This design comes from an exercise in tuning for small area, a short achievable clock period and few clock cycles on the open sky130 flow, not from production work.
Only simulation tests tie the RTL to the original design; equivalence was not proved.
No activity file was given, so power comes from the tool's default toggle rates.

## ffCalc
module ffCalc (
	input clk,					 
	input strobe,				 
	input [3:0] token,			 
	output ready,				 
	output reg [3:0] answer		 
);
Size in the first run: ~11 I/O pins.
Settings: LEC_CHECK=0, ABC_AREA=1, CAP_MARGIN=20, CORE_AREA=2.3 2.72 62.56 62.56, CTS_BUF_LIST=sky130_fd_sc_hd__clkbuf_2, DIE_AREA=0 0 64.6 64.6, SETUP_SLACK_MARGIN=3.6, SLEW_MARGIN=20, SYNTH_HIERARCHICAL=1; clock period 6.0 ns.
standard.sh (not shown) runs the stock make flow with config.mk's settings and CLKGATE_MAP_FILE= SYNTH_SCRIPT=/design/flow/synth_recipe.tcl, a recipe that flattens the netlist after the stock synthesis.
==> flow/flow/run.sh <==
#!/bin/bash
# Layout flow: the standard synthesis, then the combinational logic is
# mapped again with an area-oriented ABC script (registers, their names and
# cell types are kept), then the standard layout from floorplan to finish,
# with the port buffers made of buf_1 cells.
set -euo pipefail
WORK=$(pwd)
RES=$WORK/orfs/results/$FLOW_PLATFORM/ffCalc/base
LIB=$FLOW_HOME/platforms/sky130hd/lib/sky130_fd_sc_hd__tt_025C_1v80.lib

# 1. standard synthesis
bash standard.sh $RES/1_2_yosys.v > $WORK/1_synth.log 2>&1
cp $RES/1_2_yosys.v $WORK/1_2_yosys.standard.v

# 2. re-map the combinational logic
DONT_USE=$(sed -n 's/^export DONT_USE_CELLS += //p; /^    sky130/p' $FLOW_HOME/platforms/sky130hd/config.mk | tr -d '\\' | tr -s ' \n' ' ')
DU_ARGS=""
for c in $DONT_USE; do DU_ARGS="$DU_ARGS -dont_use $c"; done
cat > $WORK/remap.ys <<EOT
read_liberty -ignore_miss_func $LIB
blackbox sky130_fd_sc_hd__dfxtp_1 sky130_fd_sc_hd__edfxtp_1
read_verilog $WORK/1_2_yosys.standard.v
hierarchy -top $FLOW_TOP
flatten
opt_clean
abc -liberty $LIB $DU_ARGS -script $WORK/flow/area.abc
opt_clean -purge
rename -hide w:*.*
hilomap -singleton -hicell sky130_fd_sc_hd__conb_1 HI -locell sky130_fd_sc_hd__conb_1 LO
stat -liberty $LIB
write_verilog -noattr -nohex -nodec $WORK/1_2_yosys.remap.v
EOT
yosys -s $WORK/remap.ys > $WORK/2_remap.log 2>&1
if grep -q 'assign .* >> ' $WORK/1_2_yosys.remap.v; then echo "remap left unmapped logic" >&2; exit 1; fi
cp $WORK/1_2_yosys.remap.v $RES/1_2_yosys.v
touch $RES/1_2_yosys.v

# 3. standard layout from the re-mapped netlist
bash standard.sh "BUFFER_PORTS_ARGS=-buffer_cell sky130_fd_sc_hd__buf_1" finish > $WORK/3_layout.log 2>&1
==> flow/flow/area.abc <==
strash
&get -n
&fraig -x
&put
scorr
dc2
strash
dc2
strash
&get -n
&dch -f
&nf -R 1000
&put
&get -n
&dch -f
&nf
&put
The first run ran to the end with no violations.
Testbench counts at the start, summed over its fixed seeds: cycles 35,318.
==> next run, changes <==
--- a/flow/flow/run.sh
+++ b/flow/flow/run.sh
@@ -3,5 +3,5 @@
 # mapped again with an area-oriented ABC script (registers, their names and
 # cell types are kept), then the standard layout from floorplan to finish,
-# with the port buffers made of buf_1 cells.
+# with the port buffers made of buf_2 cells.
 set -euo pipefail
 WORK=$(pwd)
@@ -37,3 +37,3 @@
 
 # 3. standard layout from the re-mapped netlist
-bash standard.sh "BUFFER_PORTS_ARGS=-buffer_cell sky130_fd_sc_hd__buf_1" finish > $WORK/3_layout.log 2>&1
+bash standard.sh "BUFFER_PORTS_ARGS=-buffer_cell sky130_fd_sc_hd__buf_2" finish > $WORK/3_layout.log 2>&1
==> flow/flow/area.abc (replaced) <==
strash
&get -n
&fraig -x
&put
scorr
dc2
strash
dc2
strash
&get -n
&dch -f
&nf -R 1000
&put
Settings changed: CTS_BUF_LIST sky130_fd_sc_hd__clkbuf_2 to not set, SETUP_SLACK_MARGIN 3.6 to 3.4.
Effect: The changed run ran to the end with no violations. Clock skew went down by 7.0 ps. Wire length went up by 11%. Final area went up by 5.6%. Total power went up by 16%. Register-to-register slack gets worse by 250 ps.
==> next run, changes <==
==> flow/flow/area.abc (replaced) <==
strash
&get -n
&fraig -x
&put
scorr
dc2
strash
dc2
strash
&get -n
&dch -f
&nf -R 1000
&put
&get -n
&dch -f
&nf
&put
Settings changed: SETUP_SLACK_MARGIN 3.4 to 3.5.
Effect:
- The new run completed with no timing, DRC or antenna violations
- critical path depth is lower by 2
- clock-buffer cell count does not change
- cell area shrinks by a few percent
- first-iteration DRC count went up by a few percent
- cell count goes down by a few percent
- utilization came out lower by 0.80 points
- setup slack gets better by 210 ps
==> next run, changes <==
--- a/flow/flow/run.sh
+++ b/flow/flow/run.sh
@@ -37,3 +37,3 @@
 
 # 3. standard layout from the re-mapped netlist
-bash standard.sh "BUFFER_PORTS_ARGS=-buffer_cell sky130_fd_sc_hd__buf_2" finish > $WORK/3_layout.log 2>&1
+bash standard.sh "BUFFER_PORTS_ARGS=-buffer_cell sky130_fd_sc_hd__buf_1" finish > $WORK/3_layout.log 2>&1
Settings changed: CTS_BUF_LIST set to sky130_fd_sc_hd__clkbuf_2.
Result: Combinational power decreases by a few percent; final area decreases by a few percent; wire length decreases by a few percent; critical path depth stays the same; first-iteration DRC count decreases by a quarter to a third; sequential power stays flat.

separate check: timing with driven ports:
The results above use ideal ports. As a check the final layouts listed here were re-extracted and re-timed, cells and wires unchanged.
Step 1 assumes that a clkbuf_16 drives the clock port and a buf_2 every other input.
Step 2 adds t to the input delays and takes it off the output delays; t is the mean of the earliest and latest rising clock arrival at the registers after step 1. Input paths then give back, and output paths get back, about the clock's delay inside the block.
Slacks: ideal ports / drivers / drivers and shift; pairs: ideal ports / drivers.
| run | shift t [ns] | slack for setup (ns) | slew at the worst register clock pin (ns) | worst slew at a driven data input, ns | cell pins on the clock port's net |
|---|---|---|---|---|---|
| the first run | 0.259 | 3.671 / 3.653 / 3.394 | 0.12 / 0.12 | 0.04 | 1 |
| the second run | 0.259 | 3.395 / 3.387 / 3.128 | 0.05 / 0.05 | 0.04 | 1 |
| the third run | 0.252 | 3.600 / 3.598 / 3.347 | 0.05 / 0.05 | 0.04 | 1 |
| the fourth run | 0.259 | 3.616 / 3.612 / 3.353 | 0.12 / 0.12 | 0.03 | 1 |
After both steps setup and hold are still met in every run listed. For the first run, which loses most, drivers alone change the setup slack by -0.018 ns; drivers and shift together by -0.277 ns.
